Background: an optimization exercise with open tools, aiming at small area and a short achievable clock period. Do not read the settings as production practice.
In this exercise RTL edits were held to simulation tests only and were not proved equivalent to the original.
The flow treats the clock pin as an ideal source. Dropping or thinning the clock tree relies on that and would not hold on a real chip.
Power is estimated from default activity; no workload was simulated.

==> flow/design.v (excerpt) <==
module conv( input clk, input data_in, input [1:0]row_in, input [1:0]col_in,
input signed [7:0]data, output reg signed [7:0]out );
==> flow/config.mk <==
export PLATFORM = sky130hd
export DESIGN_NAME = conv
export DESIGN_NICKNAME = conv
export VERILOG_FILES = /design/flow/design.v
export SDC_FILE = /design/flow/constraint.sdc
export NUM_CORES = 4
export LEC_CHECK = 0
export CAP_MARGIN = 20
export CORE_MARGIN = 2
export CORE_UTILIZATION = 40
export SLEW_MARGIN = 20
==> flow/constraint.sdc <==
create_clock -name core_clock -period 6.0 [get_ports {clk}]
set_input_delay 1.2000 -clock core_clock [delete_from_list [all_inputs] [get_ports {clk}]]
set_output_delay 1.2000 -clock core_clock [all_outputs]
set_load 0.01 [all_outputs]
standard.sh (not shown) runs the stock make flow with config.mk's settings and CLKGATE_MAP_FILE= SYNTH_SCRIPT=/design/flow/synth_recipe.tcl, a recipe that flattens the netlist after the stock synthesis.
==> flow/flow/run.sh <==
#!/bin/bash
# The standard ORFS flow (the standard.sh) with these changes:
#  - synthesis without Yosys's early ABC pass (SYNTH_ARGS=-noabc), ABC area script;
#  - extra don't-use cells: sky130_fd_sc_hd__ha_1 sky130_fd_sc_hd__ha_2 sky130_fd_sc_hd__ha_4
#  - port buffers of a chosen cell;
#  - flow/skew.tcl after clock tree synthesis: optionally (TREE_N > 0) it first
#    replaces the clock tree by TREE_N buffers on the clock port (flow/tree.tcl); which delays the clock of the out
#    register (useful skew for the paths from the window registers into it).
# The full output of the tools goes to standard.log here (ORFS's own logs are under orfs/logs).
export SKEW_DRV_CELL=sky130_fd_sc_hd__clkbuf_4
export SKEW_REPAIR_GAIN=0
export SKEW_OUT_MARGIN=0
export TREE_N=4
export SKEW_INPUT_EXTRA=0.1
export SKEW_DE_FANOUT=4
export TREE_CELL=sky130_fd_sc_hd__clkbuf_8
# The platform's don't-use list, then the extra cells.
DU="sky130_fd_sc_hd__lpflow_bleeder_1 sky130_fd_sc_hd__lpflow_clkbufkapwr_1 sky130_fd_sc_hd__lpflow_clkbufkapwr_16 sky130_fd_sc_hd__lpflow_clkbufkapwr_2 sky130_fd_sc_hd__lpflow_clkbufkapwr_4 sky130_fd_sc_hd__lpflow_clkbufkapwr_8 sky130_fd_sc_hd__lpflow_clkinvkapwr_1 sky130_fd_sc_hd__lpflow_clkinvkapwr_16 sky130_fd_sc_hd__lpflow_clkinvkapwr_2 sky130_fd_sc_hd__lpflow_clkinvkapwr_4 sky130_fd_sc_hd__lpflow_clkinvkapwr_8 sky130_fd_sc_hd__lpflow_decapkapwr_12 sky130_fd_sc_hd__lpflow_decapkapwr_3 sky130_fd_sc_hd__lpflow_decapkapwr_4 sky130_fd_sc_hd__lpflow_decapkapwr_6 sky130_fd_sc_hd__lpflow_decapkapwr_8 sky130_fd_sc_hd__lpflow_inputiso0n_1 sky130_fd_sc_hd__lpflow_inputiso0p_1 sky130_fd_sc_hd__lpflow_inputiso1n_1 sky130_fd_sc_hd__lpflow_inputiso1p_1 sky130_fd_sc_hd__lpflow_inputisolatch_1 sky130_fd_sc_hd__lpflow_isobufsrc_1 sky130_fd_sc_hd__lpflow_isobufsrc_16 sky130_fd_sc_hd__lpflow_isobufsrc_2 sky130_fd_sc_hd__lpflow_isobufsrc_4 sky130_fd_sc_hd__lpflow_isobufsrc_8 sky130_fd_sc_hd__lpflow_isobufsrckapwr_16 sky130_fd_sc_hd__lpflow_lsbuf_lh_hl_isowell_tap_1 sky130_fd_sc_hd__lpflow_lsbuf_lh_hl_isowell_tap_2 sky130_fd_sc_hd__lpflow_lsbuf_lh_hl_isowell_tap_4 sky130_fd_sc_hd__lpflow_lsbuf_lh_isowell_4 sky130_fd_sc_hd__lpflow_lsbuf_lh_isowell_tap_1 sky130_fd_sc_hd__lpflow_lsbuf_lh_isowell_tap_2 sky130_fd_sc_hd__lpflow_lsbuf_lh_isowell_tap_4 sky130_fd_sc_hd__probe_p_8 sky130_fd_sc_hd__probec_p_8  sky130_fd_sc_hd__ha_1 sky130_fd_sc_hd__ha_2 sky130_fd_sc_hd__ha_4"
bash standard.sh DONT_USE_CELLS="$DU" SYNTH_ARGS=-noabc ABC_AREA=1 BUFFER_PORTS_ARGS='-buffer_cell sky130_fd_sc_hd__buf_2' CORE_UTILIZATION=60 HOLD_SLACK_MARGIN=0.1  POST_CTS_TCL=$PWD/flow/skew.tcl finish > standard.log 2>&1
==> flow/flow/skew.tcl <==
# Useful skew for the paths from the window registers into the out register:
# after clock tree synthesis, delay the clock of the out flip-flops with a
# buffer (SKEW_DRV_CELL) and a chain of delay cells in front of it. Each cell
# of the chain is chosen from a list by the worst setup slack it gives, and the
# chain stops when no cell improves that slack.
proc skew_env {name default} {
  if {[info exists ::env($name)] && $::env($name) ne ""} { return $::env($name) }
  return $default
}
set drv_cell [skew_env SKEW_DRV_CELL sky130_fd_sc_hd__clkbuf_4]
set cands [skew_env SKEW_CANDS {sky130_fd_sc_hd__clkdlybuf4s50_1 sky130_fd_sc_hd__clkdlybuf4s25_1 sky130_fd_sc_hd__clkdlybuf4s18_1 sky130_fd_sc_hd__clkdlybuf4s15_1 sky130_fd_sc_hd__clkbuf_1}]
set max_cells [skew_env SKEW_MAX_CELLS 6]
set ::skew_out_margin [skew_env SKEW_OUT_MARGIN 0]

# The slack the skew trades: the worst of the paths into the out flip-flops
# and the paths from them to the output ports.
proc skew_ws {} {
  estimate_parasitics -placement
  set d [get_pins -of_objects $::skew_out_regs -filter "direction == input"]
  set a [get_property [find_timing_paths -to $d -path_delay max] slack]
  set b [get_property [find_timing_paths -to [all_outputs] -path_delay max] slack]
  return [expr {min($a, $b - $::skew_out_margin)}]
}
proc skew_input_pin {inst} {
  return [get_pins -of_objects [get_cells $inst] -filter "direction == input"]
}

# Optionally replace the clock tree first (flow/tree.tcl).
if {[skew_env TREE_N 0] > 0} {
  source [file join [file dirname [info script]] tree.tcl]
  estimate_parasitics -placement
}
set pins {}
foreach pin [all_registers -clock_pins] {
  if {[string match {out\[*} [get_full_name $pin]]} { lappend pins $pin }
}
puts "skew: [llength $pins] out clock pins"
set ::skew_out_regs [get_cells -of_objects $pins]
set ws0 [skew_ws]
puts "skew: worst setup slack without skew $ws0"
set head [insert_buffer -buffer_cell $drv_cell -load_pins $pins -load_pins_on_diff_nets -buffer_name skew_drv -net_name skew_net]
set ws [skew_ws]
puts "skew: driver $head ($drv_cell): worst setup slack $ws"
if {$ws <= $ws0} {
  remove_buffers $head
  estimate_parasitics -placement
  puts "skew: no gain, driver removed"
} else {
  for {set i 0} {$i < $max_cells} {incr i} {
    set x [insert_buffer -buffer_cell [lindex $cands 0] -load_pins [skew_input_pin $head] -buffer_name skew_dly$i -net_name skew_net]
    set best ""
    set best_ws $ws
    foreach c $cands {
      replace_cell $x $c
      set w [skew_ws]
      puts "skew:   $c: $w"
      if {$w > $best_ws + 0.002} { set best $c; set best_ws $w }
    }
    if {$best eq ""} {
      remove_buffers $x
      estimate_parasitics -placement
      puts "skew: no cell improves the slack; chain done"
      break
    }
    replace_cell $x $best
    set head $x
    set ws [skew_ws]
    puts "skew: added $x ($best): worst setup slack $ws"
  }
}
# Optionally, give the nets that drive the flip-flops' enable pins
# (SKEW_DE_FANOUT or more of them) a stronger driver: the same cell at drive
# strength 4 when the library has it.
set de_fanout [skew_env SKEW_DE_FANOUT 0]
if {$de_fanout > 0} {
  set lib_cells {}
  foreach n [[ord::get_db_block] getNets] {
    set de 0
    set drv ""
    foreach it [$n getITerms] {
      if {[$it getMTerm] ne "" && [[$it getMTerm] getName] eq "DE"} { incr de }
      if {[$it isOutputSignal]} { set drv [$it getInst] }
    }
    if {$de >= $de_fanout && $drv ne ""} {
      set m [[$drv getMaster] getName]
      regsub {_[0-9]+$} $m {_4} m4
      if {$m4 ne $m && [[ord::get_db] findMaster $m4] ne "NULL"} {
        puts "skew: [$drv getName] $m -> $m4 (drives $de enable pins)"
        replace_cell [$drv getName] $m4
      }
    }
  }
  estimate_parasitics -placement
  puts "skew: after enable drivers, worst setup slack [worst_slack -max]"
}
# Optionally, repair the paths from the input ports alone (the skew does not
# change them) up to the slack the skew reached, plus SKEW_INPUT_EXTRA.
set in_extra [skew_env SKEW_INPUT_EXTRA ""]
if {$in_extra ne ""} {
  set target [expr {[skew_ws] + $in_extra}]
  set d [get_pins -of_objects $::skew_out_regs -filter "direction == input"]
  set_false_path -setup -to $d
  set_false_path -setup -to [all_outputs]
  estimate_parasitics -placement
  puts "skew: input paths: worst slack [worst_slack -max], target $target"
  repair_timing -setup -setup_margin $target -verbose
  unset_path_exceptions -setup -to $d
  unset_path_exceptions -setup -to [all_outputs]
  estimate_parasitics -placement
  puts "skew: after input repair, worst setup slack [worst_slack -max]"
}
# Optionally, size up cells on the worst paths once the skew is in place.
set gain [skew_env SKEW_REPAIR_GAIN 0]
if {$gain > 0} {
  estimate_parasitics -placement
  set ws [worst_slack -max]
  repair_timing -setup -setup_margin [expr {$ws + $gain}] -sequence [skew_env SKEW_REPAIR_SEQ "sizeup,swap"] -verbose
  estimate_parasitics -placement
  puts "skew: after repair, worst setup slack [worst_slack -max]"
}
foreach n [[ord::get_db_block] getNets] {
  if {[string match skew_net* [$n getName]]} { $n setSigType CLOCK }
}
detailed_placement
check_placement -verbose
estimate_parasitics -placement
puts "skew: final worst setup slack [worst_slack -max]"
Other scripts of this flow, unchanged in this note and not shown: flow/flow/tree.tcl
The baseline produced a clean layout.
Next try:
--- a/flow/flow/run.sh
+++ b/flow/flow/run.sh
@@ -15,0 +16 @@
+export SKEW_DE_BUF=sky130_fd_sc_hd__buf_4
@@ -19 +20 @@
-bash standard.sh DONT_USE_CELLS="$DU" SYNTH_ARGS=-noabc ABC_AREA=1 BUFFER_PORTS_ARGS='-buffer_cell sky130_fd_sc_hd__buf_2' CORE_UTILIZATION=60 HOLD_SLACK_MARGIN=0.1  POST_CTS_TCL=$PWD/flow/skew.tcl finish > standard.log 2>&1
+bash standard.sh DONT_USE_CELLS="$DU" SYNTH_ARGS=-noabc ABC_AREA=1 BUFFER_PORTS_ARGS='-buffer_cell sky130_fd_sc_hd__buf_2' CORE_UTILIZATION=60 HOLD_SLACK_MARGIN=0.1 HOLD_SLACK_MARGIN=0.2 CORE_UTILIZATION=75 POST_CTS_TCL=$PWD/flow/skew.tcl finish > standard.log 2>&1
--- a/flow/flow/skew.tcl
+++ b/flow/flow/skew.tcl
@@ -84 +84,4 @@
-    if {$de >= $de_fanout && $drv ne ""} {
+    if {$de >= $de_fanout && $drv ne "" && [skew_env SKEW_DE_BUF ""] ne ""} {
+      set b [insert_buffer -buffer_cell [skew_env SKEW_DE_BUF ""] -net [$n getName]]
+      puts "skew: buffered [$n getName] ($de enable pins) with [skew_env SKEW_DE_BUF ""]"
+    } elseif {$de >= $de_fanout && $drv ne ""} {
Sequential power barely changes.
First-iteration DRC count increases to 2.9 times its value.
Total power went up by 3.5%.
Area after synthesis does not change.
Hold slack improved by 0.17 ns.
Final cell count stays the same.
Combinational power went up by 13%.
Setup slack gets worse by 0.11 ns.
Utilization goes up by 19 points.
Next try:
--- a/flow/flow/run.sh
+++ b/flow/flow/run.sh
@@ -20 +20 @@
-bash standard.sh DONT_USE_CELLS="$DU" SYNTH_ARGS=-noabc ABC_AREA=1 BUFFER_PORTS_ARGS='-buffer_cell sky130_fd_sc_hd__buf_2' CORE_UTILIZATION=60 HOLD_SLACK_MARGIN=0.1 HOLD_SLACK_MARGIN=0.2 CORE_UTILIZATION=75 POST_CTS_TCL=$PWD/flow/skew.tcl finish > standard.log 2>&1
+bash standard.sh DONT_USE_CELLS="$DU" SYNTH_ARGS=-noabc ABC_AREA=1 BUFFER_PORTS_ARGS='-buffer_cell sky130_fd_sc_hd__buf_2' CORE_UTILIZATION=60 HOLD_SLACK_MARGIN=0.1 HOLD_SLACK_MARGIN=0.2 POST_CTS_TCL=$PWD/flow/skew.tcl finish > standard.log 2>&1
--- a/flow/flow/skew.tcl
+++ b/flow/flow/skew.tcl
@@ -84 +84,3 @@
-    if {$de >= $de_fanout && $drv ne "" && [skew_env SKEW_DE_BUF ""] ne ""} {
+    if {$de >= $de_fanout && $drv ne "" && [string match {sky130_fd_sc_hd__buf_*} [[$drv getMaster] getName]]} {
+      puts "skew: [$n getName] ($de enable pins) is already driven by a buffer"
+    } elseif {$de >= $de_fanout && $drv ne "" && [skew_env SKEW_DE_BUF ""] ne ""} {
What happened: The new run passed the timing, DRC and antenna checks. Hold slack degrades by 0.060 ns. Design area drops by 1.5%. Wire length drops by about 25%. Worst setup slack improves by 0.13 ns. Sequential power is about the same.
Next try:
--- a/flow/flow/run.sh
+++ b/flow/flow/run.sh
@@ -20 +20 @@
-bash standard.sh DONT_USE_CELLS="$DU" SYNTH_ARGS=-noabc ABC_AREA=1 BUFFER_PORTS_ARGS='-buffer_cell sky130_fd_sc_hd__buf_2' CORE_UTILIZATION=60 HOLD_SLACK_MARGIN=0.1 HOLD_SLACK_MARGIN=0.2 POST_CTS_TCL=$PWD/flow/skew.tcl finish > standard.log 2>&1
+bash standard.sh DONT_USE_CELLS="$DU" SYNTH_ARGS=-noabc ABC_AREA=1 BUFFER_PORTS_ARGS='-buffer_cell sky130_fd_sc_hd__buf_2' CORE_UTILIZATION=60 HOLD_SLACK_MARGIN=0.1 HOLD_SLACK_MARGIN=0.2 CORE_UTILIZATION=50 POST_CTS_TCL=$PWD/flow/skew.tcl finish > standard.log 2>&1
--- a/flow/flow/skew.tcl
+++ b/flow/flow/skew.tcl
@@ -84,3 +84 @@
-    if {$de >= $de_fanout && $drv ne "" && [string match {sky130_fd_sc_hd__buf_*} [[$drv getMaster] getName]]} {
-      puts "skew: [$n getName] ($de enable pins) is already driven by a buffer"
-    } elseif {$de >= $de_fanout && $drv ne "" && [skew_env SKEW_DE_BUF ""] ne ""} {
+    if {$de >= $de_fanout && $drv ne "" && [skew_env SKEW_DE_BUF ""] ne ""} {
Outcome: Cell area grows by 1.0%; first-iteration DRC count grows by 28%; synthesized area is unchanged; worst hold slack improved by 0.014 ns; global-route usage shrinks by 1.9 points; power grows by 1.1%.
Next try:
--- a/flow/flow/run.sh
+++ b/flow/flow/run.sh
@@ -14,3 +14 @@
-export SKEW_INPUT_EXTRA=0.1
-export SKEW_DE_FANOUT=4
-export SKEW_DE_BUF=sky130_fd_sc_hd__buf_4
+export SKEW_INPUT_EXTRA=0.05
@@ -20 +18 @@
-bash standard.sh DONT_USE_CELLS="$DU" SYNTH_ARGS=-noabc ABC_AREA=1 BUFFER_PORTS_ARGS='-buffer_cell sky130_fd_sc_hd__buf_2' CORE_UTILIZATION=60 HOLD_SLACK_MARGIN=0.1 HOLD_SLACK_MARGIN=0.2 CORE_UTILIZATION=50 POST_CTS_TCL=$PWD/flow/skew.tcl finish > standard.log 2>&1
+bash standard.sh DONT_USE_CELLS="$DU" SYNTH_ARGS=-noabc ABC_AREA=1 BUFFER_PORTS_ARGS='-buffer_cell sky130_fd_sc_hd__buf_2' CORE_UTILIZATION=60 HOLD_SLACK_MARGIN=0.1  POST_CTS_TCL=$PWD/flow/skew.tcl finish > standard.log 2>&1
--- a/flow/flow/skew.tcl
+++ b/flow/flow/skew.tcl
@@ -71,28 +70,0 @@
-# Optionally, give the nets that drive the flip-flops' enable pins
-# (SKEW_DE_FANOUT or more of them) a stronger driver: the same cell at drive
-# strength 4 when the library has it.
-set de_fanout [skew_env SKEW_DE_FANOUT 0]
-if {$de_fanout > 0} {
-  set lib_cells {}
-  foreach n [[ord::get_db_block] getNets] {
-    set de 0
-    set drv ""
-    foreach it [$n getITerms] {
-      if {[$it getMTerm] ne "" && [[$it getMTerm] getName] eq "DE"} { incr de }
-      if {[$it isOutputSignal]} { set drv [$it getInst] }
-    }
-    if {$de >= $de_fanout && $drv ne "" && [skew_env SKEW_DE_BUF ""] ne ""} {
-      set b [insert_buffer -buffer_cell [skew_env SKEW_DE_BUF ""] -net [$n getName]]
-      puts "skew: buffered [$n getName] ($de enable pins) with [skew_env SKEW_DE_BUF ""]"
-    } elseif {$de >= $de_fanout && $drv ne ""} {
-      set m [[$drv getMaster] getName]
-      regsub {_[0-9]+$} $m {_4} m4
-      if {$m4 ne $m && [[ord::get_db] findMaster $m4] ne "NULL"} {
-        puts "skew: [$drv getName] $m -> $m4 (drives $de enable pins)"
-        replace_cell [$drv getName] $m4
-      }
-    }
-  }
-  estimate_parasitics -placement
-  puts "skew: after enable drivers, worst setup slack [worst_slack -max]"
-}
=> Sequential power barely changes. Flip-flop and latch count does not change. Synthesized area does not change. Sequential share of layout area increases by 1.2 points.

## separate check: timing with driven ports
Ports are ideal in the flow. The routed layouts listed here were re-timed in OpenROAD. Step 1, drivers: a clkbuf_16 drives clk and a buf_2 each remaining input, both assumed. Step 2, shift: input delay + t, output delay - t, t = (earliest + latest rising clock arrival at the registers) / 2. This alone moves slack from input paths to output paths. Slacks: ideal / step 1 / step 2; pairs: ideal / step 1.
run	t (ns)	setup slack, ns	hold slack, ns	latest minus earliest clock arrival (ns)	worst register clock-pin slew, ns
the first run	0.502	3.543 / 3.493 / 3.071	0.037 / 0.037 / 0.037	0.648 / 0.648	0.09 / 0.09
the second run	0.497	3.430 / 3.430 / 3.090	0.204 / 0.204 / 0.204	0.637 / 0.637	0.09 / 0.09
the third run	0.500	3.556 / 3.501 / 3.164	0.144 / 0.144 / 0.144	0.643 / 0.644	0.09 / 0.09
the fourth run	0.517	3.531 / 3.470 / 3.140	0.159 / 0.159 / 0.159	0.649 / 0.649	0.09 / 0.09
the fifth run	0.501	3.423 / 3.456 / 2.954	0.040 / 0.040 / 0.040	0.645 / 0.645	0.09 / 0.09
Clock arrivals are far apart in every run listed, so t is only a midpoint there and step 2 fits no single register. The setup slack of the first run, which loses most, moves by -0.050 ns with the drivers and by -0.472 ns with both steps.
